From an optimization exercise on the open Yosys and OpenROAD flow, aimed at small area; shortcuts taken in it are not production practice. Function was not checked in any run shown here: the RTL went through the layout flow alone.

==> flow/design.v, too long to show whole: its modules and the start of the top module <==
// module fir: 1241 lines
// module fa: 4 lines
// module ha: 4 lines
// module hn: 4 lines
module fir(
    input clk,
    input rst,
    input signed [15:0] x_in,
    output reg signed [31:0] y_out
);
  // ...
==> flow/flow/run.sh <==
#!/bin/bash
# Own flow: the standard layout (standard.sh) with two changes:
#  - the port buffers that global placement inserts are the smallest buffer
#    cell (buf_1) instead of the default choice;
#  - clock tree synthesis does not add dummy loads.
set -euo pipefail
export BUFFER_PORTS_ARGS="-buffer_cell sky130_fd_sc_hd__buf_1"
export CTS_ARGS="-sink_clustering_enable -repair_clock_nets -sink_clustering_size 18 -sink_clustering_max_diameter 70 -buf_list sky130_fd_sc_hd__clkbuf_8 -dont_use_dummy_load"
bash standard.sh > standard.log 2>&1
==> flow/standard.sh <==
#!/bin/bash
# synth_recipe.tcl (not shown) runs the flow's synth.tcl, then flattens the netlist and writes it again
# the make line also repeats each setting of config.mk as NAME=value (left out here)
make -C /OpenROAD-flow-scripts/flow DESIGN_CONFIG=/design/flow/config.mk WORK_HOME=/design/flow/orfs CLKGATE_MAP_FILE= SYNTH_SCRIPT=/design/flow/synth_recipe.tcl "${@:-finish}"
==> flow/config.mk <==
export PLATFORM = sky130hd
export DESIGN_NAME = fir
export DESIGN_NICKNAME = fir
export VERILOG_FILES = /design/flow/design.v
export SDC_FILE = /design/flow/constraint.sdc
export NUM_CORES = 4
export LEC_CHECK = 0
export CAP_MARGIN = 20
export CORE_MARGIN = 2
export CORE_UTILIZATION = 60
export CTS_BUF_LIST = sky130_fd_sc_hd__clkbuf_8
export CTS_CLUSTER_DIAMETER = 70
export CTS_CLUSTER_SIZE = 18
export PLACE_DENSITY = 0.75
export SLEW_MARGIN = 20
export SYNTH_HIERARCHICAL = 1
export SYNTH_MINIMUM_KEEP_SIZE = 0
==> flow/constraint.sdc <==
create_clock -name core_clock -period 12.0 [get_ports {clk}]
set_input_delay 2.4000 -clock core_clock [delete_from_list [all_inputs] [get_ports {clk}]]
set_output_delay 2.4000 -clock core_clock [all_outputs]
set_load 0.01 [all_outputs]
==> flow_metrics.tcl, run 1 <==
set metrics [dict create \
    holdCritPathClass "reg2reg" \
    worstHoldStart "r0[15]$_DFF_PP1_" \
    portBuffers 49 \
    drive_above_1_share 0.141 \
    cts_tree "yes" \
    clock_latency_ns 0.59 \
    ys_ff_latch 288 \
    multi_input_gates 617 \
    wl_met1_um 17800 \
    drv_cap 0 \
    coreArea_sq_um 31600 \
    synth_edf_count 0 \
    setup.worst_path.start "r3[0]$_DFF_PP0_" \
    fin_crit_sh 0.977 \
    largest_reg_flops 32 \
    synth.most_common_cell "fa_1" \
    outcome "timing/DRC/antenna clean" \
    synth_top_family_by_area "adder cells" \
    top_layer_used "met4" \
    ff_latch_area_sq_um 7230 \
    r2r_start "r3[0]$_DFF_PP0_" \
    final-clk-cell-share 0.0153 \
    fill_cells 2118 \
    synth_compound_gate_area_share 0.00606 \
    drtIter0Drc 656 \
    seq_share 0.348 \
    dieWidth_um 183 \
    synthAdderAreaFrac 0.579 \
    postRouteAntennaNets 0 \
    stdcell_area_sq_um 20700 \
    cp_max_fo 3 \
]
==> inputs of run 2 (changes only) <==
--- a/flow/config.mk
+++ b/flow/config.mk
@@ -8,9 +8,9 @@
 export CAP_MARGIN = 20
 export CORE_MARGIN = 2
-export CORE_UTILIZATION = 60
+export CORE_UTILIZATION = 70
 export CTS_BUF_LIST = sky130_fd_sc_hd__clkbuf_8
 export CTS_CLUSTER_DIAMETER = 70
 export CTS_CLUSTER_SIZE = 18
-export PLACE_DENSITY = 0.75
+export PLACE_DENSITY = 0.85
 export SLEW_MARGIN = 20
 export SYNTH_HIERARCHICAL = 1
==> flow_metrics.tcl, run 2 <==
set metrics [dict create \
    outcome "timing/DRC/antenna clean" \
    worst_r2r_endpoint "y_out[29]$_DFF_PP0_" \
    setup_viol 0 \
    gp_congestion 1.01 \
    synthArstFlopShare 1.00 \
    crit_required_ns 12.43 \
    finalCriticalPeriod_ns 11.81 \
    finalNonFillerCells 1505 \
    endpoint "y_out[29]$_DFF_PP0_" \
    yosys-top-cells-count "fa_1 (530), dfrtp_1 (272), inv_1 (142)" \
    synth.avg_cell_area_sq_um 18.3 \
    ctsHtreeMaxLevel 1 \
    slew_violations 0 \
    crit_slowest_cell "fa_1" \
    syn_area_sq_um 19200 \
    regMostFlops "y_out" \
    synth_top_area_frac 0.553 \
    ys_seq_area_frac 0.376 \
    grt_max_degree 175 \
    num_vias 8851 \
    finish.utilization 0.770 \
    tightest_slew_ns 1.01 \
    cpMostUsedCell "fa_1" \
    num_antenna_cells 0 \
    grt_pass1_wl_um 63100 \
    worst_r2r_path_depth 31 \
    most-common-layout-cells "fa_1 (435), dfrtp_1 (272), inv_1 (139), fa_2 (95), buf_1 (49)" \
    ys.flop_type "dfrtp_1" \
    initial_utilization 0.712 \
    drc 0 \
    wl_met1_um 18000 \
    met2WireLength_um 18600 \
    first_global_vias 10500 \
    path_clk_slew_ns 0.10 \
    yosys.area.top_type "fa_1" \
    relSlewSlack 0.329 \
    setup.worst_path.start "r6[0]$_DFF_PP0_" \
    ys_ff_latch 288 \
    cp_max_fo 4 \
    hold_viol 0 \
    cts_tree "yes" \
    portBuffers 49 \
    die-area_sq_um 28800 \
    top_layer_used "met5" \
    postRouteAntennaNets 0 \
    yosysUniqueCellTypes 27 \
    final_common_cell "fa_1" \
    cts_buffer_depth 3 \
    crit_path_max_incr_delay_ns 0.58 \
    grt_usage 0.317 \
    row_count 60 \
    io_pins 50 \
    drtPass1Iterations 5 \
    synth.most_common_cell "fa_1" \
    fin_nets 1754 \
    routed_wl_um 41700 \
    synth_area_leaders "fa_1 (55%), dfrtp_1 (35%), inv_1 (2.8%), ha_1 (2.6%), dfstp_2 (2.2%)" \
    die_h_um 170 \
    cts_hold_buf 0 \
    cp-end-kind "flip-flop" \
    holdCritPathClass "reg2reg" \
    coreArea_sq_um 27000 \
    antenna_found_initial 1 \
    dpl.cell_count 1470 \
    clockRootBuffer "clkbuf_8" \
    drive_above_1_share 0.166 \
    fin_crit_sh 0.984 \
    viasPerCell 5.88 \
    ys_warn_count 7 \
    fmax_mhz 84.7 \
    syn_nets 1636 \
    clock_sinks 288 \
    rrSetupSlack_ns 0.19 \
    dieWidth_um 170 \
    wl_per_cell_um 27.7 \
    crit_arrival_ns 12.24 \
    synth_edf_count 0 \
    drv_cap 0 \
    critical_path.startpoint_type "flip-flop" \
    largest_reg_flops 32 \
    grt_overflow 0 \
    clock_latency_ns 0.58 \
    syn2layout_area_growth_pct 8.05 \
    drtIter0Drc 822 \
    r2r_start "r6[0]$_DFF_PP0_" \
    met3RoutedLength_um 4640 \
    criticalPathCategory "reg2reg" \
    dpl.hpwl_um 36800 \
    cts-buffers-inserted 21 \
    fin_worst_skew_ns 0.0649 \
    synthCells 1048 \
]
[run 2: kinds of logic (layout without fill, tap and decap cells)]
kind of cell,after synthesis,count (layout),synth area share
XOR/XNOR,14,14,0.00639
flip-flops,288,288,0.376
adder cells (fa/ha/maj),570,570,0.579
AO/OA/AOI/OAI,17,17,0.00606
buffers and inverters,143,259,0.0280
AND/OR/NAND/NOR,16,16,0.00456
[run 2: layer usage]
layer  up-vias  global-route usage
met5         -              0.0157
met4         2              0.0424
met3        36               0.103
met2       399               0.441
met1      5086               0.523
li1       3328                   -
[run 2: per-module statistics from Yosys (local to each module, per instance)]
module / area, sq um / times used
fa: 20.0 / 529
fir: 8240 / 1
ha: 12.5 / 30
[run 2: critical path: cells and delay by family, from the launching register on]
family | cells | cell delay [ns]
adder cells (fa/ha/maj) | 24 | 10.07
XOR/XNOR | 1 | 0.12
AO/OA/AOI/OAI | 3 | 0.65
flip-flops | 1 | 0.40
AND/OR/NAND/NOR | 1 | 0.27
buffers and inverters | 2 | 0.12
[run 2: timing repair]
| action | CTS | global route |
|---|---|---|
| gates resized for setup | 24 | 81 |
| pin swaps | 2 | 24 |
| buffers inserted | 2 | 12 |
| setup endpoints to repair | 4 | 9 |
[run 2: worst min path at each step]
stage,cells after the start,to,start
finish,0,r1[14]$_DFF_PP0_,r0[14]$_DFF_PP0_
global route,0,r1[14]$_DFF_PP0_,r0[14]$_DFF_PP0_
CTS,0,r1[14]$_DFF_PP0_,r0[14]$_DFF_PP0_
detailed placement,0,r1[7]$_DFF_PP0_,r0[7]$_DFF_PP0_
global placement,0,r1[13]$_DFF_PP0_,r0[13]$_DFF_PP0_
floorplan,0,r1[0]$_DFF_PP0_,r0[0]$_DFF_PP0_
[run 2: cell type report]
type,count,area [sq um]
well taps,341,427
repair buffers,95,542
clock buffers,21,289
fillers,1494,6200
inverters,143,544
flip-flops and latches,288,7230
multi-input cells,617,11700
[run 2: per-stage QoR]
stage / area, sq um / setup slack, ns / TNS (ns) / hold WS [ns]
after CTS: 20400 / 0.000731 / 0 / 0.323
after detailed placement: 20100 / -0.159 / -0.317 / 0.336
after floorplan: 19200 / 0.651 / 0 / 0.331
after global placement: 20100 / -0.0252 / -0.0252 / 0.332
after global routing: 20700 / -0.0812 / -0.164 / 0.341
final: 20700 / 0.188 / 0 / 0.320

-- re-timing with driven ports --
The flow's constraints put no driver on any port. The routed layouts listed below were extracted and timed again, unchanged, in two steps.
Step 1 (the two cells are an assumption about what drives the block):
set clk [get_ports {clk}]
set_driving_cell -lib_cell sky130_fd_sc_hd__clkbuf_16 $clk
set_driving_cell -lib_cell sky130_fd_sc_hd__buf_2 [delete_from_list [all_inputs] $clk]
Step 2 moves the port delays by t, midway between the first and last clock arrival at a register: inputs arrive t later, outputs are due t later. That takes back most of the time a late clock gives input paths.
a / b / c = no drivers / after step 1 / after step 2; a / b = the first two.
run | t, ns | setup slack, ns | latest minus earliest clock arrival (ns) | worst data-port slew with drivers (ns)
run 1 | 0.597 | 0.280 / 0.281 / 0.281 | 0.079 / 0.080 | 0.04
run 2 | 0.593 | 0.188 / 0.188 / 0.188 | 0.065 / 0.064 | 0.04
After both steps every run listed still meets setup and hold.
